Source: an optimization exercise on an open RTL-to-GDS flow (aim: small area and a short achievable clock period). Production flows keep margins and buffers that such runs may drop.
RTL that was checked went through simulation tests only; none was proved equivalent to the original.
No functional check of the RTL was part of run 1.
The flow treats the clock pin as an ideal source, which a real chip does not have.
Power and IR drop assume default switching activity.

==> design.v <==
module rv32i_irq_core (
  input         clk_i,
  input         rst_n_i,
  output [31:0] instr_addr_o,
  input  [31:0] instr_rdata_i,
  input  [31:0] data_rdata_i,
  output        data_req_o,
  output        data_we_o,
  output [3:0]  data_be_o,
  output [31:0] data_addr_o,
  output [31:0] data_wdata_o,
  input  [31:0] int_req_i,
  output [31:0] int_fin_o
);
  logic [31:0] pc;
  logic [31:0] mie, mtvec, mscratch, mepc, mcause;
  logic [1:0]  lsu_state;           
  logic        req_q, we_q;
  logic [3:0]  be_q;
  logic [31:0] addr_q, wdata_q;
  logic [4:0]  irq_cnt;
  logic        irq_buf, irq_o;
  logic [31:0] fin_q;
  assign instr_addr_o = pc;
  assign data_req_o   = req_q;
  assign data_we_o    = we_q;
  assign data_be_o    = be_q;
  assign data_addr_o  = addr_q;
  assign data_wdata_o = wdata_q;
  assign int_fin_o    = fin_q;
  wire [31:0] ir  = instr_rdata_i;
  wire [6:0]  op  = ir[6:0];
  wire [2:0]  f3  = ir[14:12];
  wire [6:0]  f7  = ir[31:25];
  wire [4:0]  rd  = ir[11:7];
  wire [4:0]  rs1 = ir[19:15];
  wire [4:0]  rs2 = ir[24:20];
  wire is_r     = op == 7'b0110011;
  wire is_i     = op == 7'b0010011;
  wire is_ld    = op == 7'b0000011;
  wire is_st    = op == 7'b0100011;
  wire is_br    = op == 7'b1100011;
  wire is_jal   = op == 7'b1101111;
  wire is_jalr  = op == 7'b1100111;
  wire is_lui   = op == 7'b0110111;
  wire is_auipc = op == 7'b0010111;
  wire is_sys   = op == 7'b1110011;
  wire is_fence = op == 7'b0001111;
  wire f7_zero = f7 == 7'b0000000;
  wire f7_alt  = f7 == 7'b0100000;
  wire r_ok   = f7_zero | (f7_alt & (f3 == 3'd0 || f3 == 3'd5));
  wire i_ok   = (f3 == 3'd1) ? f7_zero : (f3 == 3'd5) ? (f7_zero | f7_alt) : 1'b1;
  wire ld_ok  = f3 != 3'd3 && f3 != 3'd6 && f3 != 3'd7;
  wire st_ok  = f3 == 3'd0 || f3 == 3'd1 || f3 == 3'd2;
  wire br_ok  = f3 != 3'd2 && f3 != 3'd3;
  wire f3_z   = f3 == 3'd0;
  wire int_take = irq_o & (is_r | is_i | is_ld | is_st | is_br | is_jal |
                           is_jalr | is_lui | is_auipc | is_fence);
  wire mret     = is_sys & f3_z;
  wire mem_req  = (is_ld & ld_ok) | (is_st & st_ok);
  wire stall    = (lsu_state == 2'd0) & mem_req;
  wire gpr_we   = (is_r & r_ok) | (is_i & i_ok) | (is_ld & ld_ok) | is_jal |
                  (is_jalr & f3_z) | is_lui | is_auipc |
                  (is_sys & (f3 == 3'd1 || f3 == 3'd2 || f3 == 3'd3));
  wire [31:0] imm_i = {{20{ir[31]}}, ir[31:20]};
  wire [31:0] imm_s = {{20{ir[31]}}, ir[31:25], ir[11:7]};
  wire [31:0] imm_b = {{20{ir[31]}}, ir[7], ir[30:25], ir[11:8], 1'b0};
  wire [31:0] imm_j = {{13{ir[31]}}, ir[19:12], ir[20], ir[30:21]};
  wire [31:0] imm_u = {ir[31:12], 12'd0};
  logic [31:0] gpr [1:31];
  logic [31:0] wb;
  wire [1023:0] gpr_flat;
  assign gpr_flat[31:0] = 32'd0;
  genvar g;
  generate
    for (g = 1; g < 32; g = g + 1) begin : g_gpr
      assign gpr_flat[g*32 +: 32] = gpr[g];
      always_ff @(posedge clk_i)
        if (gpr_we && rd == g) gpr[g] <= wb;
    end
  endgenerate
  wire [31:0] rd1 = gpr_flat[rs1*32 +: 32];
  wire [31:0] rd2 = gpr_flat[rs2*32 +: 32];
  wire use_rs2 = is_r | is_br;
  wire [31:0] b_op = use_rs2 ? rd2 : (is_st ? imm_s : imm_i);
  wire sub = is_br | ((is_r | is_i) & (f3 == 3'd2 || f3 == 3'd3)) |
             (is_r & f3_z & f7[5]);
  wire [33:0] sum_x = {1'b0, rd1, 1'b1} + {1'b0, b_op ^ {32{sub}}, sub};
  wire [31:0] sum   = sum_x[32:1];
  wire        cout  = sum_x[33];
  wire ltu = ~cout;
  wire lt  = (rd1[31] ^ b_op[31]) ? rd1[31] : sum[31];
  wire eq  = rd1 == rd2;
  wire [4:0]  shamt  = is_r ? rd2[4:0] : rs2;
  wire        sh_left = ~f3[2];
  wire        sh_arith = f7[5];
  logic [31:0] sh_in, sh_out, sh_res;
  always_comb
    for (int k = 0; k < 32; k++) sh_in[k] = sh_left ? rd1[31-k] : rd1[k];
  wire [32:0] sh_ext = {sh_arith & ~sh_left & rd1[31], sh_in};
  assign sh_out = 32'($signed(sh_ext) >>> shamt);
  always_comb
    for (int k = 0; k < 32; k++) sh_res[k] = sh_left ? sh_out[31-k] : sh_out[k];
  logic [31:0] alu;
  always_comb
    case (f3)
      3'd0: alu = sum;
      3'd1: alu = sh_res;
      3'd2: alu = {31'd0, lt};
      3'd3: alu = {31'd0, ltu};
      3'd4: alu = rd1 ^ b_op;
      3'd5: alu = sh_res;
      3'd6: alu = rd1 | b_op;
      default: alu = rd1 & b_op;
    endcase
  logic br_cond;
  always_comb
    case (f3)
      3'd0: br_cond = eq;
      3'd1: br_cond = ~eq;
      3'd4: br_cond = lt;
      3'd5: br_cond = ~lt;
      3'd6: br_cond = ltu;
      3'd7: br_cond = ~ltu;
      default: br_cond = 1'b0;
    endcase
  wire [31:0] pc4    = {pc[31:2] + 30'd1, pc[1:0]};
  wire [31:0] pc_off = is_br ? imm_b : (is_jal ? imm_j : imm_u);
  wire [31:0] pc_imm = pc + pc_off;
  logic [7:0] ld_b8;
  always_comb
    case (sum[1:0])
      2'd0: ld_b8 = data_rdata_i[7:0];
      2'd1: ld_b8 = data_rdata_i[15:8];
      2'd2: ld_b8 = data_rdata_i[23:16];
      default: ld_b8 = data_rdata_i[31:24];
    endcase
  wire [15:0] ld_h16 = sum[1] ? data_rdata_i[31:16] : data_rdata_i[15:0];
  logic [31:0] ld_data;
  always_comb
    case (f3)
      3'd0, 3'd4: ld_data = {{24{ld_b8[7] & ~f3[2]}}, ld_b8};
      3'd1, 3'd5: ld_data = sum[0] ? 32'd0 : {{16{ld_h16[15] & ~f3[2]}}, ld_h16};
      3'd2: ld_data = data_rdata_i;
      default: ld_data = 32'd0;
    endcase
  wire [11:0] csr_a = ir[31:20];
  wire a_mie = csr_a == 12'h304;
  wire a_mtvec = csr_a == 12'h305;
  wire a_mscratch = csr_a == 12'h340;
  wire a_mepc = csr_a == 12'h341;
  wire a_mcause = csr_a == 12'h342;
  wire [31:0] csr_rd = ({32{a_mie}} & mie) | ({32{a_mtvec}} & mtvec) |
                       ({32{a_mscratch}} & mscratch) | ({32{a_mepc}} & mepc) |
                       ({32{a_mcause}} & mcause);
  logic [31:0] csr_wv;
  always_comb
    case (f3[1:0])
      2'd0: csr_wv = 32'd0;
      2'd1: csr_wv = rd1;
      2'd2: csr_wv = rd1 | csr_rd;
      default: csr_wv = ~rd1 & csr_rd;
    endcase
  wire csr_wr   = is_sys & (f3[1] | f3[0]);
  wire csr_trap = is_sys ? f3[2] : int_take;    
  always_comb
    if (is_r | is_i)         wb = alu;
    else if (is_ld)          wb = ld_data;
    else if (is_sys)         wb = csr_rd;
    else if (is_jal|is_jalr) wb = pc4;
    else if (is_lui)         wb = imm_u;
    else                     wb = pc_imm;
  always_ff @(posedge clk_i)
    if (!rst_n_i) pc <= 32'd0;
    else if (!stall) begin
      if (int_take)                 pc <= mtvec;
      else if (mret)                pc <= mepc;
      else if (is_jalr & f3_z)      pc <= sum;
      else if (is_jal | (is_br & br_ok & br_cond)) pc <= pc_imm;
      else                          pc <= pc4;
    end
  always_ff @(posedge clk_i)
    if (!rst_n_i) begin
      mie <= 32'd0; mtvec <= 32'd0; mscratch <= 32'd0;
      mepc <= 32'd0; mcause <= 32'd0;
    end else begin
      if (csr_wr & a_mie)      mie <= csr_wv;
      if (csr_wr & a_mtvec)    mtvec <= csr_wv;
      if (csr_wr & a_mscratch) mscratch <= csr_wv;
      if (csr_trap)            mepc <= pc;
      else if (csr_wr & a_mepc) mepc <= csr_wv;
      if (csr_trap)            mcause <= {1'b1, 26'd0, irq_cnt};
      else if (csr_wr & a_mcause) mcause <= csr_wv;
    end
  always_ff @(posedge clk_i)
    if (!rst_n_i) begin
      lsu_state <= 2'd0;
      req_q <= 1'b0;
      we_q <= 1'b0;
    end else
      case (lsu_state)
        2'd0:
          if (mem_req) begin
            req_q <= 1'b1;
            we_q <= is_st;
            lsu_state <= is_st ? 2'd1 : 2'd2;
          end else begin
            req_q <= 1'b0;
            we_q <= 1'b0;
          end
        2'd1: begin
          req_q <= mem_req;
          we_q <= is_st;
          lsu_state <= 2'd0;
        end
        default: begin
          req_q <= mem_req;
          lsu_state <= 2'd0;
        end
      endcase
  always_ff @(posedge clk_i)
    if (rst_n_i && lsu_state == 2'd0 && mem_req) begin
      addr_q <= sum;
      if (is_st) begin
        case (f3[1:0])
          2'd0: begin
            wdata_q <= {4{rd2[7:0]}};
            be_q <= 4'b0001 << sum[1:0];
          end
          2'd1: begin
            wdata_q <= {2{rd2[15:0]}};
            be_q <= (sum[1:0] == 2'd2) ? 4'b1100 : 4'b0011;
          end
          default: begin
            wdata_q <= rd2;
            be_q <= 4'b1111;
          end
        endcase
      end
    end
  wire [31:0] irq_pend = mie & int_req_i;
  wire irq_hit = irq_pend[irq_cnt];
  always_ff @(posedge clk_i)
    if (!rst_n_i) begin
      irq_cnt <= 5'd0;
      irq_buf <= 1'b0;
      irq_o <= 1'b0;
      fin_q <= 32'd0;
    end else if (mret) begin
      fin_q[irq_cnt] <= irq_hit;
      irq_cnt <= 5'd0;
      irq_buf <= 1'b0;
    end else if (!irq_hit)
      irq_cnt <= irq_cnt + 5'd1;
    else begin
      irq_o <= ~irq_buf;
      irq_buf <= 1'b1;
    end
endmodule
==> run.sh <==
#!/bin/bash
# synth_recipe.tcl (not shown) runs the flow's synth.tcl, then flattens the netlist and writes it again
# the make line also repeats each setting of config.mk as NAME=value (left out here)
make -C /OpenROAD-flow-scripts/flow DESIGN_CONFIG=/design/flow/config.mk WORK_HOME=/design/flow/orfs CLKGATE_MAP_FILE= SYNTH_SCRIPT=/design/flow/synth_recipe.tcl finish
==> config.mk <==
export PLATFORM = sky130hd
export DESIGN_NAME = rv32i_irq_core
export DESIGN_NICKNAME = rv32i_irq_core
export VERILOG_FILES = /design/flow/design.v
export SDC_FILE = /design/flow/constraint.sdc
export NUM_CORES = 4
export LEC_CHECK = 0
export CAP_MARGIN = 20
export CELL_PAD_IN_SITES_DETAIL_PLACEMENT = 2
export CELL_PAD_IN_SITES_GLOBAL_PLACEMENT = 4
export CORE_MARGIN = 2
export CORE_UTILIZATION = 30
export SLEW_MARGIN = 20
==> constraint.sdc <==
create_clock -name core_clock -period 12.0 [get_ports {clk_i}]
set_input_delay 2.4000 -clock core_clock [delete_from_list [all_inputs] [get_ports {clk_i}]]
set_output_delay 2.4000 -clock core_clock [all_outputs]
set_load 0.01 [all_outputs]
==> impl_results.md, run 1 <==
- Outcome: timing/DRC/antenna clean
- Drt first pass iters: 6
- Top cell type's share of synthesized area: 43.5%
- CTS root buf: clkbuf_16
- CP endpoint kind: flop
- Number of synthesized flops with an enable pin: 1060
- Nets: 6438
- Peak supply drop: 0.159 mV
- CTS resizes: 0
- Num ports: 232
- Max clock buf depth: 3
- Mapped Cells: 5920
- Arrival time at the worst endpoint: 10.57 ns
- Final Hold Fails: 0
- Crit path max fanout: 39
- Kind of cell adding the most delay to the critical path: simple AND/OR/NAND/NOR gates
- Sequential fraction of the synthesis area: 50.0%
- Most used cell, CP: buf_4
- Crit-path slowest cell: nor4_1
- CP max stage delay: 0.85 ns
- Clock latency on the worst-skew pair: 0.85 ns
- Number of max-cap violations: 0
- Hold buffers post-CTS: 0
- Post-CTS setup buffers: 0
- Synth Net Count: 6152
- Detailed-route DRC error count: 0
- Place WS: 1.46 ns
- Initial Util: 30.1%
- Layout cells sized above 1: 20.8%
- Endpoints failing setup: 0
- Final WL: 416 mm
- Yosys cell types: 101
- Total power: 12.2 mW
- Min-Delay Path Class: reg2reg
- Clock sinks: 1295
- Setup_tns: 0 ns
- Post-Route Utilization: 35.5%
- PortBufs: 231
- Crit path buf inv count: 7
- First-pass GRT wire length: 560 mm
- Core Rows: 181
- Worst-path clk slew: 0.05 ns
- RD Place Congestion: 0.956
- Hold depth: 2
- Period utilization: 82.4%
- Grt total ovfl: 0
- Yosys reg bits: 1295
- Power per cell area: 142 nW/um^2
- Syn Std Cell Area: 73100 um^2
- CP startpoint kind: input port
- CP Class: in2reg
- Vias in the first global route: 61.3k
- Die area: 248000 um^2
- Synth Flop Type: edfxtp_1
- Initial drt markers: 5581
- Total track usage: 32.9%
- Vias per cell: 6.15
- Reg2reg path depth: 23
- Relative slew margins: 17.8%
- Slew at the pin closest to its max-slew limit: 1.23 ns
- Largest net degree at the start of global routing: 78
- Max Fclk: 101 MHz
- RSZ-0062 raised after global routing: false
- Avg Inst Size Synth: 12.3 um^2
- WP data required: 12.69 ns
- H-Tree Depth: 4
- Die Y: 498 um
- Yosys synthesis warning count: 2
- DR vias: 58.7k
- Antenna-violating nets left: 0
- Width of the die: 498 um
- Initial antenna violation count: 33
- Area growth from synthesis to layout: 18.0%
- Worst hold slack: 0.490 ns
- Fin crit period: 9.88 ns
- Core Footprint: 243000 um^2
- Post-DR wirelength/cell: 43.5 um
- WP depth: 26
- Asr flop ratio synth: 0%
- Cell leakage power: 29.8 nW
- Cts bufs inserted: 163
- Largest cells by area after synthesis: edfxtp_1 (44%), mux4_2 (14%), dfxtp_1 (6.4%), mux2i_1 (3.3%), a21oi_1 (2.5%)
- Worst Slack Setup Final: 2.12 ns
- CTS tree: yes
- DP Wirelength: 297 mm
- Synth area leader: edfxtp_1
- Max-slew violation count: 0
- Final Skew: 0.0898 ns
[final cells by class]
cell class,instances,area [um^2]
inverters,131,495
diodes,7,17.5
clock buffers,214,4350
repair buffers,596,5250
clock inverters,82,1100
fillers,25000,157000
well taps,3202,4010
multi-input cells,4019,34500
flip-flops and latches,1295,36500
[logic make-up after synthesis]
kind of cell             synth area share [%]
AND/OR/NAND/NOR                          8.43
flip-flops                               50.0
buffers and inverters                    3.79
AO/OA/AOI/OAI                            15.1
multiplexers                             18.6
XOR/XNOR                                 1.81
adder cells (fa/ha/maj)                  2.30
[where the power goes]
| part | internal (mW) | switching (mW) |
|---|---|---|
| clock network | 2.91 | 2.17 |
| registers | 4.92 | 0.0151 |
| logic | 0.645 | 1.56 |
| total | 8.47 | 3.75 |
[Yosys cell counts (all sizes together), types with 13 or more instances]
master	n
a31oi	54
clkbuf	308
nand2b	19
nor2	392
a21oi	368
o31ai	21
a21o	55
mux2i	244
inv	127
mux4	443
o21a	23
xnor2	107
o221ai	50
or2	13
ha	133
a222oi	27
a221oi	70
edfxtp	1060
nor2b	66
nor4	26
o32ai	24
mux2	103
buf	167
a22o	28
nor3	73
a22oi	166
and3	30
nand4	27
nand3	122
nand2	471
o211ai	53
o21ai	260
dfxtp	235
and2	48
a31o	22
o211a	67
a21boi	19
nor3b	22
o221a	15
xor2	44
o22ai	49
a211oi	111
or3	23
[worst reg2reg max path: stages, from the launching register on]
cell      delay [ns]
edfxtp_1        0.39
mux4_2          0.48
mux2i_1         0.18
o32ai_1         0.11
nor2_1          0.57
buf_4           0.32
inv_1           0.13
nand2_1         0.08
o21ai_0         0.27
xnor2_1         0.24
ha_1            0.41
a21oi_1         0.29
o21ai_0         0.16
nand3_1         0.12
o211ai_1        0.23
o21ai_0         0.49
nor2_1          0.16
nor4_1          0.85
or3_1           0.23
nand3_1         0.33
o21ai_4         0.68
buf_4           0.28
a22oi_1         0.09
a31oi_1         0.18
[worst paths after layout]
check | from | end | slack [ns]
hold / removal | irq_buf | irq_buf | 0.49
setup reg to reg | gpr[7][4] | pc[12] | 4.58
hold reg to reg | irq_buf | irq_buf | 0.49
setup / recovery | instr_rdata_i[22] | pc[12] | 2.12
[layer usage]
layer  up-vias  wire (um)  track usage, %
li1      24000          -               -
met1     32000     169000            41.7
met2      2055     205000            56.5
met3       620      20300            3.81
met4        14      21000            14.2
met5         -        101               0
[flip-flops by register name (all words and copies together) (netlist names), 2 cells and up]
signal	cells
pc	32
wdata_q	32
mie	32
mscratch	32
gpr	992
mepc	32
lsu_state	2
irq_cnt	5
mcause	32
addr_q	32
be_q	4
mtvec	32
fin_q	32
[through the flow]
step / cells / instance area [um^2]
6_report: 9546 / 86200
5_1_grt: 9541 / 86200
4_1_cts: 9537 / 86200
3_5_place_dp: 9241 / 80700
3_3_place_gp: 9237 / 80700
2_1_floorplan: 5920 / 73100
[cells in the final DEF (no fill, tap or decap), drive strengths merged, types with 111 or more instances in the layout]
| master | instances |
|---|---|
| edfxtp | 1060 |
| nand2 | 471 |
| mux4 | 443 |
| nor2 | 392 |
| buf | 378 |
| a21oi | 368 |
| o21ai | 260 |
| mux2i | 244 |
| dfxtp | 235 |
| clkdlybuf4s50 | 218 |
| clkbuf | 214 |
| a22oi | 166 |
| ha | 133 |
| inv | 131 |
| nand3 | 122 |
| a211oi | 111 |
==> inputs of run 2 (changes only) <==
--- a/design.v
+++ b/design.v
@@ -71,4 +71,26 @@
   logic [31:0] wb;
-  wire [1023:0] gpr_flat;
-  assign gpr_flat[31:0] = 32'd0;
+  logic [31:0] wq_data;
+  logic [4:0]  wq_rd;
+  logic        wq_en;
+  always_ff @(posedge clk_i) begin
+    wq_en   <= gpr_we & (rd != 5'd0);
+    wq_rd   <= rd;
+    wq_data <= wb;
+  end
+  logic [31:0] gx [0:31];
+  always_comb begin
+    gx[0] = 32'd0;
+    for (int k = 1; k < 32; k++) gx[k] = gpr[k];
+  end
+  logic [31:0] rf1, rf2;
+  always_comb begin
+    rf1 = 32'd0;
+    rf2 = 32'd0;
+    for (int j = 0; j < 8; j++) begin
+      rf1 = rf1 | ({32{rs1[4:2] == j}} & gx[4*j + rs1[1:0]]);
+      rf2 = rf2 | ({32{rs2[4:2] == j}} & gx[4*j + rs2[1:0]]);
+    end
+  end
+  wire [31:0] rd1 = (wq_en && wq_rd == rs1) ? wq_data : rf1;
+  wire [31:0] rd2 = (wq_en && wq_rd == rs2) ? wq_data : rf2;
   genvar g;
@@ -76,9 +98,6 @@
     for (g = 1; g < 32; g = g + 1) begin : g_gpr
-      assign gpr_flat[g*32 +: 32] = gpr[g];
       always_ff @(posedge clk_i)
-        if (gpr_we && rd == g) gpr[g] <= wb;
+        if (wq_en && wq_rd == g) gpr[g] <= wq_data;
     end
   endgenerate
-  wire [31:0] rd1 = gpr_flat[rs1*32 +: 32];
-  wire [31:0] rd2 = gpr_flat[rs2*32 +: 32];
   wire use_rs2 = is_r | is_br;
@@ -87,8 +106,45 @@
              (is_r & f3_z & f7[5]);
-  wire [33:0] sum_x = {1'b0, rd1, 1'b1} + {1'b0, b_op ^ {32{sub}}, sub};
-  wire [31:0] sum   = sum_x[32:1];
-  wire        cout  = sum_x[33];
+  wire [31:0] ka = rd1;
+  wire [31:0] kb = b_op ^ {32{sub}};
+  wire [31:0] kp = ka ^ kb;
+  logic [31:0] kg_l [0:5];
+  logic [31:0] kp_l [0:5];
+  always_comb begin
+    kg_l[0] = ka & kb;
+    kg_l[0][0] = (ka[0] & kb[0]) | (kp[0] & sub);
+    kp_l[0] = kp;
+    for (int l = 0; l < 5; l++)
+      for (int k = 0; k < 32; k++)
+        if (k >= (1 << l)) begin
+          kg_l[l+1][k] = kg_l[l][k] | (kp_l[l][k] & kg_l[l][k - (1 << l)]);
+          kp_l[l+1][k] = kp_l[l][k] & kp_l[l][k - (1 << l)];
+        end else begin
+          kg_l[l+1][k] = kg_l[l][k];
+          kp_l[l+1][k] = kp_l[l][k];
+        end
+  end
+  wire [31:0] kc  = {kg_l[5][30:0], sub};      
+  wire [31:0] sum = kp ^ kc;
+  wire        cout = kg_l[5][31];
   wire ltu = ~cout;
   wire lt  = (rd1[31] ^ b_op[31]) ? rd1[31] : sum[31];
-  wire eq  = rd1 == rd2;
+  logic [30:0] cl_l [0:5];
+  logic [30:0] ce_l [0:5];
+  always_comb begin
+    cl_l[0] = ~rd1[30:0] & rd2[30:0];
+    ce_l[0] = ~(rd1[30:0] ^ rd2[30:0]);
+    for (int l = 0; l < 5; l++)
+      for (int k = 0; k < 31; k++)
+        if (k >= (1 << l)) begin
+          cl_l[l+1][k] = cl_l[l][k] | (ce_l[l][k] & cl_l[l][k - (1 << l)]);
+          ce_l[l+1][k] = ce_l[l][k] & ce_l[l][k - (1 << l)];
+        end else begin
+          cl_l[l+1][k] = cl_l[l][k];
+          ce_l[l+1][k] = ce_l[l][k];
+        end
+  end
+  wire eq31   = ~(rd1[31] ^ rd2[31]);
+  wire eq     = eq31 & ce_l[5][30];
+  wire br_ltu = (~rd1[31] & rd2[31]) | (eq31 & cl_l[5][30]);
+  wire br_lt  = (rd1[31] & ~rd2[31]) | (eq31 & cl_l[5][30]);
   wire [4:0]  shamt  = is_r ? rd2[4:0] : rs2;
@@ -120,6 +176,6 @@
       3'd1: br_cond = ~eq;
-      3'd4: br_cond = lt;
-      3'd5: br_cond = ~lt;
-      3'd6: br_cond = ltu;
-      3'd7: br_cond = ~ltu;
+      3'd4: br_cond = br_lt;
+      3'd5: br_cond = ~br_lt;
+      3'd6: br_cond = br_ltu;
+      3'd7: br_cond = ~br_ltu;
       default: br_cond = 1'b0;
@@ -172,11 +228,14 @@
     else                     wb = pc_imm;
+  wire br_taken = ~int_take & is_br & br_ok & br_cond;
+  logic [31:0] npc_other;
+  always_comb
+    if (int_take)                npc_other = mtvec;
+    else if (mret)               npc_other = mepc;
+    else if (is_jalr & f3_z)     npc_other = sum;
+    else if (is_jal)             npc_other = pc_imm;
+    else                         npc_other = pc4;
+  wire [31:0] npc = br_taken ? pc_imm : npc_other;
   always_ff @(posedge clk_i)
     if (!rst_n_i) pc <= 32'd0;
-    else if (!stall) begin
-      if (int_take)                 pc <= mtvec;
-      else if (mret)                pc <= mepc;
-      else if (is_jalr & f3_z)      pc <= sum;
-      else if (is_jal | (is_br & br_ok & br_cond)) pc <= pc_imm;
-      else                          pc <= pc4;
-    end
+    else if (!stall) pc <= npc;
   always_ff @(posedge clk_i)
==> flow/run.sh (new file) <==
#!/bin/bash
# Own layout flow: the standard ORFS flow (standard.sh, unchanged synthesis
# script and registers) with these ORFS variables changed:
#  - ADDER_MAP_FILE empty: Yosys does not extract full/half adder cells before
#    ABC, so ABC maps the adders together with the logic around them;
#  - CTS_ARGS: ORFS's default clock_tree_synthesis arguments plus
#    -dont_use_dummy_load (no dummy load cells in the clock tree);
#  - BUFFER_PORTS_ARGS: every input and output port still gets a buffer, a
#    sky130_fd_sc_hd__buf_1 instead of the default pick (repair_timing
#    resizes the ones on critical paths);
set -euo pipefail
bash standard.sh \
  ADDER_MAP_FILE= \
  "CTS_ARGS=-sink_clustering_enable -repair_clock_nets -dont_use_dummy_load" \
  "BUFFER_PORTS_ARGS=-buffer_cell sky130_fd_sc_hd__buf_1" \
  SETUP_SLACK_MARGIN=6 \
  finish > flow_make.log 2>&1
==> standard.sh (new file) <==
#!/bin/bash
# synth_recipe.tcl (not shown) runs the flow's synth.tcl, then flattens the netlist and writes it again
# the make line also repeats each setting of config.mk as NAME=value (left out here)
make -C /OpenROAD-flow-scripts/flow DESIGN_CONFIG=/design/flow/config.mk WORK_HOME=/design/flow/orfs CLKGATE_MAP_FILE= SYNTH_SCRIPT=/design/flow/synth_recipe.tcl "${@:-finish}"
--- a/config.mk
+++ b/config.mk
@@ -8,6 +8,8 @@
 export CAP_MARGIN = 20
-export CELL_PAD_IN_SITES_DETAIL_PLACEMENT = 2
-export CELL_PAD_IN_SITES_GLOBAL_PLACEMENT = 4
+export CELL_PAD_IN_SITES_DETAIL_PLACEMENT = 1
+export CELL_PAD_IN_SITES_GLOBAL_PLACEMENT = 2
 export CORE_MARGIN = 2
-export CORE_UTILIZATION = 30
+export CORE_UTILIZATION = 35
+export SETUP_SLACK_MARGIN = 5
 export SLEW_MARGIN = 20
+export TNS_END_PERCENT = 10
removed: run.sh
==> impl_results.md, run 2 <==
- Slew at the pin closest to its max-slew limit: 1.19 ns (-0.0433 ns)
- Syn Std Cell Area: 76900 um^2 (+5.2%)
- Mapped Cells: 7018 (+19%)
- Power per cell area: 132 nW/um^2 (-6.6%)
- Asr flop ratio synth: 0% (unchanged)
- Total track usage: 39.1% (+6.2 points)
- Most frequent cells in the layout: edfxtp_1 (1060), mux2i_1 (723), nor2_1 (645)
- Clock sinks: 1333 (+2.9%)
- Final Skew: 0.0862 ns (-0.00362 ns)
- Layout cells sized above 1: 21.9% (+1.1 points)
- Post-DR wirelength/cell: 43.3 um (-0.50%)
- Clock latency on the worst-skew pair: 0.86 ns (about the same)
- Initial antenna violation count: 24 (-27%)
- Largest cells by area after synthesis: edfxtp_1 (41%), mux2i_1 (9.7%), dfxtp_1 (7.1%), mux4_2 (5.3%), nor2_1 (3.4%)
- Number of max-cap violations: 0 (unchanged)
- CP endpoint kind: flop
- Leading cell type in the layout, fill and taps excluded: edfxtp_1
- Cts bufs inserted: 162 (-0.61%)
- Reg2Reg Launch Point: pc[6]
- Cell leakage power: 32.2 nW (+8.0%)
- Setup_tns: 0 ns (unchanged)
- Crit path from: instr_rdata_i[15]
- Avg Inst Size Synth: 11.0 um^2 (-11%)
- Largest net degree at the start of global routing: 83 (+6.4%)
- Area growth from synthesis to layout: 21.0%
- Max FFs per register: 992 (unchanged)
- RD Place Congestion: 0.982 (+2.7%)
- FF-to-FF End: wq_data[31]
- Commonest cells post-synth: edfxtp_1 (1060), mux2i_1 (747), nor2_1 (702)
- Synth Net Count: 7116 (+16%)
- Nets: 7588 (+18%)
- Yosys reg bits: 1333 (+2.9%)
- Number of synthesized flops with an enable pin: 1060 (unchanged)
- Design Area, Final: 93100 um^2 (+7.9%)
- Period utilization: 57.1% (-25 points)
- Yosys cell types: 125 (+24%)
- DR vias: 69.3k (+18%)
- DP Wirelength: 297 mm (about the same)
- Synth Flop Type: edfxtp_1
- Vias in the first global route: 67.5k (+10%)
- Relative slew margins: 20.4% (+2.6 points)
- Most frequent cell after synthesis: edfxtp_1
- Arrival time at the worst endpoint: 7.56 ns (-3.01 ns)
- CTS tree: yes
- Initial Util: 35.1% (+5.0 points)
- CP endpoint: pc[4]
- Final WL: 450 mm (+8.2%)
- Width of the die: 473 um (-5.0%)
- Grt total ovfl: 0 (unchanged)
- Crit path max fanout: 8 (-79%)
- Initial drt markers: 8862 (+59%)
- Num ports: 232 (unchanged)
- Vias per cell: 6.68 (+8.7%)
- Sequential fraction of the synthesis area: 48.5% (-1.5 points)
- R2R Setup Slk: 6.07 ns (+1.49 ns)
- First-pass GRT wire length: 600 mm (+7.1%)
- CP startpoint kind: input port
- Final Hold Fails: 0 (unchanged)
- Yosys synthesis warning count: 7 (+5)
- Min-Delay Path Class: reg2reg
- Detailed-route DRC error count: 0 (unchanged)
- Reg with most FFs: gpr
- Endpoints failing setup: 0 (unchanged)
- PortBufs: 231 (unchanged)
- Core Rows: 172 (-5.0%)
- Max Fclk: 146 MHz (+44%)
- Worst hold slack: 0.466 ns (-0.0239 ns)
- Die Y: 473 um (-5.0%)
- Reg2reg path depth: 15 (-35%)
- Fin crit period: 6.85 ns (-3.03 ns)
- Max-slew violation count: 0 (unchanged)
- Hold depth: 2 (unchanged)
- Core Footprint: 219000 um^2 (-9.8%)
- Top cell type's share of synthesized area: 41.4% (-2.2 points)
- RSZ-0062 raised after global routing: true
- Outcome: timing/DRC/antenna clean
- Peak supply drop: 0.171 mV (+7.6%)
- Antenna-violating nets left: 0 (unchanged)
- Synth area leader: edfxtp_1
- Cell Area, Placed: 81900 um^2 (+1.5%)
- Worst-path clk slew: 0.05 ns (about the same)
- CP Class: in2reg
- WP data required: 12.71 ns (+0.02 ns)
- Drt first pass iters: 7 (+1)
- Die area: 224000 um^2 (-9.7%)
[run 2: final cells by class]
| cell class | count | area [um^2] |
|---|---|---|
| Antenna cell | 17 | 42.5 |
| Clock buffer | 162 | 4050 |
| Multi-Input combinational cell | 5027 | 39500 |
| Timing Repair Buffer | 907 | 8280 |
| Fill cell | 23300 | 126000 |
| Tap cell | 2871 | 3590 |
| Sequential cell | 1333 | 37300 |
| Inverter | 59 | 238 |
[run 2: stage by stage]
| stage | util [%] | setup slack, ns | power, mW | cells |
|---|---|---|---|---|
| after floorplan | - | 5.54 | 6.50 | 7018 |
| after global placement | 37.3 | 2.10 | 7.62 | 9874 |
| after detailed placement | 37.4 | 2.14 | 7.63 | 9882 |
| after CTS | 41.9 | 5.42 | 12.2 | 10300 |
| after global routing | 42.5 | 5.28 | 12.6 | 10400 |
| final | 42.5 | 5.15 | 12.3 | 10400 |
[run 2: worst min-delay path by stage]
stage | from | endpoint | slack, ns
after floorplan | irq_buf | irq_buf | 0.43
after global placement | fin_q[2] | fin_q[2] | 0.45
after detailed placement | fin_q[9] | fin_q[9] | 0.46
after CTS | fin_q[9] | fin_q[9] | 0.47
after global routing | fin_q[9] | fin_q[9] | 0.48
final | fin_q[9] | fin_q[9] | 0.47
[run 2: worst max-delay path: stages]
cell and delay [ns]:
clkbuf_16 0.18, buf_16 0.18, buf_12 0.12, mux4_2 0.49
a222oi_1 0.97, nand3_2 0.17, buf_8 0.20, nor3_4 0.19
o21ai_2 0.10, nand4bb_4 0.16, nand3_2 0.11, buf_4 0.16
nor4_4 0.31, and4_4 0.30, nor2_2 0.05, or4b_4 0.50
o2111a_2 0.23, buf_12 0.17, buf_4 0.14, mux2_4 0.29
o21ai_1 0.11
[run 2: report_power, final]
| group | leakage, nW | switching (mW) | internal [mW] |
|---|---|---|---|
| Sequential | 11.8 | 0.113 | 5.10 |
| Combinational | 18.4 | 1.91 | 0.932 |
| Clock | 2.00 | 1.92 | 2.35 |
[run 2: repair_timing]
item,CTS,global route
pin swaps,112,63
setup endpoints to repair,284,88
resized for setup,609,129
hold buffers,0,0
buffers inserted,224,55
gates cloned,34,2
[run 2: cell families after synthesis]
logic type,count (synthesis),synth area share [%]
buffers and inverters,660,4.36
and+or+nand+nor,1855,11.5
muxes,986,15.9
AOI/OAI and AO/OA,1916,16.7
DFF,1333,48.5
xor gates and xnor gates,225,2.57
adders and majority gates,43,0.564
[run 2: routing by layer]
| metal | GRT usage, % | vias up | share of wire (%) |
|---|---|---|---|
| li1 | - | 28200 | - |
| met3 | 7.30 | 1122 | 7.8 |
| met5 | 0 | - | 0.0085 |
| met2 | 61.1 | 3774 | 45 |
| met1 | 48.8 | 36200 | 39 |
| met4 | 27.7 | 6 | 8.5 |
==> inputs of run 3 (changes only) <==
--- a/flow/run.sh
+++ b/flow/run.sh
@@ -6,3 +6,4 @@
 #  - CTS_ARGS: ORFS's default clock_tree_synthesis arguments plus
-#    -dont_use_dummy_load (no dummy load cells in the clock tree);
+#    -dont_use_dummy_load (no dummy load cells in the clock tree) and larger
+#    sink clusters (up to 30 sinks, 100 um), so fewer leaf clock buffers;
 #  - BUFFER_PORTS_ARGS: every input and output port still gets a buffer, a
@@ -13,3 +14,3 @@
   ADDER_MAP_FILE= \
-  "CTS_ARGS=-sink_clustering_enable -repair_clock_nets -dont_use_dummy_load" \
+  "CTS_ARGS=-sink_clustering_enable -repair_clock_nets -dont_use_dummy_load -sink_clustering_size 30 -sink_clustering_max_diameter 100" \
   "BUFFER_PORTS_ARGS=-buffer_cell sky130_fd_sc_hd__buf_1" \
==> impl_results.md, run 3 <==
- Outcome: timing/DRC/antenna clean
- Num ports: 232 (unchanged)
- Die area: 224000 um^2 (unchanged)
- Commonest cells post-synth: edfxtp_1 (1060), mux2i_1 (747), nor2_1 (702)
- Initial drt markers: 8889 (+0.30%)
- Number of synthesized flops with an enable pin: 1060 (unchanged)
- Hold buffers post-CTS: 0 (unchanged)
- WP data required: 12.60 ns (-0.11 ns)
- Grt total ovfl: 0 (unchanged)
- Reg with most FFs: gpr
- Initial Util: 35.1% (unchanged)
- CP Class: in2reg
- Cell leakage power: 31.8 nW (-1.3%)
- Antenna-violating nets left: 0 (unchanged)
- Syn Std Cell Area: 76900 um^2 (unchanged)
- Top cell type's share of synthesized area: 41.4% (unchanged)
- Period utilization: 57.2% (+0.16 points)
- Drt first pass iters: 9 (+2)
- Max FFs per register: 992 (unchanged)
- Clock latency on the worst-skew pair: 0.82 ns (-0.04 ns)
- Synth Net Count: 7116 (unchanged)
- Final WL: 451 mm (+0.31%)
- Slew at the pin closest to its max-slew limit: 1.25 ns (+0.0564 ns)
- Core Footprint: 219000 um^2 (unchanged)
- CP startpoint kind: input port
- Most frequent cell after synthesis: edfxtp_1
- Detailed-route DRC error count: 0 (unchanged)
- Avg Inst Size Synth: 11.0 um^2 (unchanged)
- Width of the die: 473 um (unchanged)
- Number of max-cap violations: 0 (unchanged)
- Synth area leader: edfxtp_1
- PortBufs: 231 (unchanged)
- Highest routed layer: met5
- Area growth from synthesis to layout: 20.4%
- Mapped Cells: 7018 (unchanged)
- Peak supply drop: 0.110 mV (-36%)
- Leading cell type in the layout, fill and taps excluded: edfxtp_1
- Power per cell area: 119 nW/um^2 (-11%)
- Die Y: 473 um (unchanged)
- Core Rows: 172 (unchanged)
- Fin crit period: 6.87 ns (+0.0198 ns)
- Worst hold slack: 0.463 ns (-0.00338 ns)
- Post-Route Utilization: 42.3% (-0.21 points)
- Largest cells by area after synthesis: edfxtp_1 (41%), mux2i_1 (9.7%), dfxtp_1 (7.1%), mux4_2 (5.3%), nor2_1 (3.4%)
- DP Wirelength: 297 mm (unchanged)
- Nets: 7580 (-0.11%)
- Synth Flop Type: edfxtp_1
- Arrival time at the worst endpoint: 7.47 ns (-0.09 ns)
- RSZ-0062 raised after global routing: true
- Layout cells sized above 1: 23.0% (+1.0 points)
- Crit path max fanout: 8 (unchanged)
- CP endpoint kind: flop
- Non-Filler Instances: 10.4k (-0.15%)
- Final Skew: 0.142 ns (+0.0555 ns)
- Met3 Wirelength: 37.2 mm (+5.9%)
- Setup_tns: 0 ns (unchanged)
- CTS tree: yes
- Vias per cell: 6.70 (+0.36%)
- RD Place Congestion: 0.982 (unchanged)
- Endpoints failing setup: 0 (unchanged)
- Worst-path clk slew: 0.07 ns (+0.02 ns)
- First-pass GRT wire length: 601 mm (+0.20%)
- Asr flop ratio synth: 0% (unchanged)
- Initial antenna violation count: 19 (-21%)
- Min-Delay Path Class: reg2reg
- Max-slew violation count: 0 (unchanged)
- Sequential fraction of the synthesis area: 48.5% (unchanged)
- Cell count after placement: 9882 (unchanged)
- Final Hold Fails: 0 (unchanged)
- Post-DR wirelength/cell: 43.5 um (+0.47%)
- Yosys synthesis warning count: 7 (unchanged)
- Vias in the first global route: 67.3k (-0.29%)
- Max Fclk: 146 MHz (-0.29%)
- Yosys reg bits: 1333 (unchanged)
- Clock sinks: 1333 (unchanged)
- Relative slew margins: 16.0% (-4.4 points)
- R2R Setup Slk: 5.98 ns (-0.09 ns)
- Most frequent cells in the layout: edfxtp_1 (1060), mux2i_1 (711), nor2_1 (636)
- Wire length on met1: 172 mm (-1.2%)
- DR vias: 69.4k (+0.21%)
- Total power: 11.0 mW (-11%)
- Largest net degree at the start of global routing: 83 (unchanged)
- Total track usage: 39.2% (about the same)
- Cts bufs inserted: 77 (-52%)
- Yosys cell types: 125 (unchanged)
- Routed wl met2: 203 mm (+0.67%)
## run 3: cell counts after synthesis
No cell type changed its count.
## run 3: critical path: stages
cell and delay (ns):
clkbuf_16 0.17, buf_16 0.15, mux4_2 0.54, a222oi_1 1.01, nand3_2 0.17, buf_8 0.20
buf_4 0.15, buf_4 0.13, mux2i_4 0.33, mux4_2 0.40, mux2_2 0.18, mux2i_1 0.08
nor2_1 0.11, a21oi_1 0.07, o21ai_0 0.67, a211oi_2 0.21, a21oi_1 0.16, o21ai_0 0.09
o21ai_0 0.10, a21oi_1 0.09
## run 3: worst paths after layout
| path | from | depth (start not counted) | to |
|---|---|---|---|
| worst max-delay path | instr_rdata_i[15] | 20 | wq_data[6] |
| worst min-delay path | fin_q[1] | 2 | fin_q[1] |
| worst min register to register | fin_q[1] | 2 | fin_q[1] |
| worst max register to register | pc[6] | 15 | wq_data[31] |
## run 3: final cells by class
type                            instances  area, um^2
Tap cell                             2871        3590
Fill cell                           23300      126000
Inverter                               59         238
Multi-Input combinational cell       5027       40200
Sequential cell                      1333       37300
Clock buffer                           77        1930
Antenna cell                            9        22.5
Timing Repair Buffer                  984        9290
## run 3: through the flow
stage	setup slack (ns)	instance area, um^2
floorplan	5.54	77200
global placement	2.10	81800
detailed placement	2.14	81900
CTS	5.43	91300
global route	5.25	92600
finish	5.13	92600
## run 3: what timing repair did
action	in CTS	in global routing
endpoints found under the setup margin	309	87
buffers inserted	280	65
gates cloned	45	2
pin swaps	141	52
gates resized for setup	775	139
## run 3: logic make-up (layout without fill, tap and decap cells)
kind of cell               after synthesis  in the layout  synth area share (%)
other                                    0              9                     0
DFF                                   1333           1333                  48.5
muxes                                  986            986                  15.9
and+or+nand+nor                       1855           1857                  11.5
adders and majority gates               43             43                 0.564
AOI/OAI and AO/OA                     1916           1916                  16.7
buffers and inverters                  660           1120                  4.36
xor gates and xnor gates               225            225                  2.57
## run 3: where the power goes
part           internal, mW  switching, mW
logic                  1.01           1.95
registers              5.09          0.114
clock network          1.14           1.66
total                  7.25           3.73
## run 3: per-layer routing
layer,up-vias,GRT usage (%)
li1,28100,-
met1,36300,49.1
met2,3913,61.6
met3,1153,6.61
met4,12,27.1
met5,-,0
==> inputs of run 4 (changes only) <==
--- a/config.mk
+++ b/config.mk
@@ -14,2 +14,2 @@
 export SLEW_MARGIN = 20
-export TNS_END_PERCENT = 10
+export TNS_END_PERCENT = 3
==> impl_results.md, run 4 <==
- Cell count after placement: 9882 (unchanged)
- Asr flop ratio synth: 0% (unchanged)
- RD Place Congestion: 0.982 (unchanged)
- XOR/XNOR share of the synthesized area: 2.57% (unchanged)
- Layout cells sized above 1: 20.9% (-2.1 points)
- Top cell type's share of synthesized area: 41.4% (unchanged)
- Most frequent cell after synthesis: edfxtp_1
- Clock sinks: 1333 (unchanged)
- Number of max-cap violations: 0 (unchanged)
- Most frequent cells in the layout: edfxtp_1 (1060), mux2i_1 (716), nor2_1 (645)
- Num ports: 232 (unchanged)
- Fillers: 23.4k (+0.51%)
- Total track usage: 38.9% (-0.26 points)
- Power per cell area: 120 nW/um^2 (+0.84%)
- Die area: 224000 um^2 (unchanged)
- Post-DR wirelength/cell: 43.7 um (+0.40%)
- Yosys synthesis warning count: 7 (unchanged)
- Number of synthesized flops with an enable pin: 1060 (unchanged)
- Initial antenna violation count: 21 (+2)
- DP Wirelength: 297 mm (unchanged)
- Vias in the first global route: 66.8k (-0.80%)
- Cells along the critical path: buf_16 -> buf_12 -> or4b_4 -> buf_6 -> buf_12 -> o22ai_1 -> nor2_1 -> nand4_1 -> buf_4 -> nor2_1 -> a21oi_1 -> maj3_1 -> a21oi_1 -> o2bb2ai_2 -> a211o_1 -> a21o_1 -> mux2_4 -> o2111a_2 -> buf_12 -> nand2_1 -> or3_1 -> o22ai_1
- Sequential fraction of the synthesis area: 48.5% (unchanged)
- Avg Inst Size Synth: 11.0 um^2 (unchanged)
- Relative slew margins: 20.5% (+4.5 points)
- Storage cell area: 37300 um^2 (unchanged)
- Most used cell, CP: buf_12
- CP endpoint kind: flop
- Post-synthesis simple-gate area fraction: 11.5% (unchanged)
- Leading cell type in the layout, fill and taps excluded: edfxtp_1
- Slew at the pin closest to its max-slew limit: 1.18 ns (-0.0631 ns)
- Post-synthesis mux area share: 15.9% (unchanged)
- Core Footprint: 219000 um^2 (unchanged)
- Detailed-route DRC error count: 0 (unchanged)
- Final WL: 449 mm (-0.39%)
- DR vias: 69.1k (-0.47%)
- Synth area leader: edfxtp_1
- Synth Net Count: 7116 (unchanged)
- Complex-gate fraction of the synthesized area: 16.7% (unchanged)
- Synth Flop Type: edfxtp_1
- Outcome: timing/DRC/antenna clean
- Min-Delay Path Class: reg2reg
- Peak supply drop: 0.111 mV (+0.81%)
- Clock latency on the worst-skew pair: 0.80 ns (-0.02 ns)
- Hold path startpoint: fin_q[1]
- Endpoints failing setup: 0 (unchanged)
- Reg with most FFs: gpr
- Yosys reg bits: 1333 (unchanged)
- Crit path max fanout: 17 (+9)
- Vias per cell: 6.72 (+0.31%)
- Reg2Reg Launch Point: pc[6]
- CTS tree: yes
- Area of the multi-input gates: 39500 um^2 (-1.8%)
- Core Rows: 172 (unchanged)
- Setup_tns: 0 ns (unchanged)
- Final Hold Fails: 0 (unchanged)
- CP max stage delay: 0.63 ns (-0.38 ns)
- Max FFs per register: 992 (unchanged)
- Crit path from: instr_rdata_i[24]
- Width of the die: 473 um (unchanged)
- Arrival time at the worst endpoint: 7.55 ns (+0.08 ns)
- Commonest cells post-synth: edfxtp_1 (1060), mux2i_1 (747), nor2_1 (702)
- CP Class: in2reg
- Die Y: 473 um (unchanged)
- WP data required: 12.67 ns (+0.07 ns)
- Fin crit period: 6.88 ns (+0.0103 ns)
- Cell leakage power: 31.1 nW (-2.3%)
- Period utilization: 57.3% (+0.086 points)
- Crit-path slowest cell: a21oi_1
- CP startpoint kind: input port
- Mapped Cells: 7018 (unchanged)
- Yosys cell types: 125 (unchanged)
- Initial Util: 35.1% (unchanged)
- Drt first pass iters: 8 (-1)
- PortBufs: 231 (unchanged)
- RSZ-0062 raised after global routing: true
- Syn Std Cell Area: 76900 um^2 (unchanged)
- Cts bufs inserted: 77 (unchanged)
- Worst-path clk slew: 0.08 ns (about the same)
- Grt total ovfl: 0 (unchanged)
- Non-Filler Instances: 10.3k (-0.78%)
- Max Fclk: 145 MHz (-0.15%)
- Largest net degree at the start of global routing: 83 (unchanged)
- Synth Area in Adders: 0.564% (unchanged)
- Max-slew violation count: 0 (unchanged)
- Cell Area, Placed: 81900 um^2 (unchanged)
- Post-Route Utilization: 41.4% (-0.81 points)
- First-pass GRT wire length: 597 mm (-0.73%)
- Area growth from synthesis to layout: 18.0%
- Total power: 10.9 mW (-1.1%)
- Antenna-violating nets left: 0 (unchanged)
- Initial drt markers: 9136 (+2.8%)
- Largest cells by area after synthesis: edfxtp_1 (41%), mux2i_1 (9.7%), dfxtp_1 (7.1%), mux4_2 (5.3%), nor2_1 (3.4%)
- Final Skew: 0.143 ns (+0.00137 ns)
- Largest family of logic cells by synthesized area: compound AO/OA/AOI/OAI gates
- Design Area, Final: 90800 um^2 (-1.9%)
- Nets: 7496 (-1.1%)
run 4: cell counts after synthesis:
Identical to the previous run, type by type.
run 4: what timing repair did:
action	in CTS	in global routing
pin swaps	120	36
buffers inserted	209	57
gates cloned	39	3
endpoints found under the hold margin	0	0
hold buffers	0	0
resized for setup	636	79
setup endpoints to repair	309	88
run 4: per-stage QoR:
step / setup WS, ns / hold WS (ns)
3_3_place_gp: 2.10 / 0.446
2_1_floorplan: 5.54 / 0.433
6_report: 5.12 / 0.464
3_5_place_dp: 2.14 / 0.458
5_1_grt: 5.21 / 0.490
4_1_cts: 5.40 / 0.470
run 4: critical path, delay by kind of cell:
kind,cells,cell delay [ns]
compound gates,8,2.22
fa+ha+maj,1,0.29
buf+inv,6,1.05
mux,1,0.19
simple gates,6,1.28
run 4: logic make-up after synthesis:
kind of cell	Yosys count
mux	986
buf+inv	660
compound gates	1916
simple gates	1855
xor+xnor	225
flops	1333
fa+ha+maj	43
run 4: cell type report:
class	count	area share, %
sequential	1333	41.1
tap	2871	3.96
clock buffer	77	2.12
timing repair buffer	900	9.04
inverter	59	0.262
antenna	12	0.0331
multi-input combinational	5027	43.5
run 4: report_power, final:
group / internal [mW] / leakage [nW] / total (mW) / switching [mW]
Combinational: 0.937 / 18.3 / 2.85 / 1.91
Sequential: 5.09 / 11.8 / 5.21 / 0.116
Clock: 1.14 / 0.949 / 2.79 / 1.65
Total: 7.17 / 31.1 / 10.9 / 3.68
run 4: path summary, 6_finish.rpt:
kind / to / slack (ns) / cells past startpoint
setup / recovery: pc[30] / 5.12 / 22
hold / removal: fin_q[1] / 0.46 / 2
setup reg to reg: wq_data[31] / 6.05 / 15
hold reg to reg: fin_q[1] / 0.46 / 2
run 4: metal layers:
metal	share of wire [%]	up-vias	GRT usage, %
li1	-	28000	-
met1	39	36100	49.0
met2	45	3947	61.3
met3	8.0	1105	6.30
met4	8.4	6	26.5
met5	0.0089	-	0

re-timing with driven ports:
In the flow no input, the clock included, has a driving cell. The finished layouts below were timed again as built, in two steps. Step 1, drivers: a clkbuf_16 drives clk_i and a buf_2 each remaining input, both assumed. Step 2 moves the port delays by t, midway between the first and last clock arrival at a register: inputs arrive t later, outputs are due t later. That takes back most of the time a late clock gives input paths. a / b / c = ideal ports / drivers / drivers and shift; a / b = the first two.
run	shift t [ns]	slack for setup (ns)	clock arrival spread, ns	worst register clock-pin slew, ns	worst slew at a driven data input, ns
run 1	0.905	2.116 / 2.188 / 1.283	0.091 / 0.091	0.07 / 0.07	0.08
run 2	0.910	5.151 / 5.018 / 4.108	0.086 / 0.086	0.07 / 0.07	0.35
run 3	0.843	5.131 / 4.991 / 4.148	0.141 / 0.142	0.12 / 0.12	0.39
run 4	0.828	5.121 / 4.848 / 4.021	0.143 / 0.143	0.12 / 0.12	0.39
After both steps setup and hold are still met in every run listed. For run 4, which loses most, drivers alone change the setup slack by -0.273 ns; drivers and shift together by -1.100 ns.
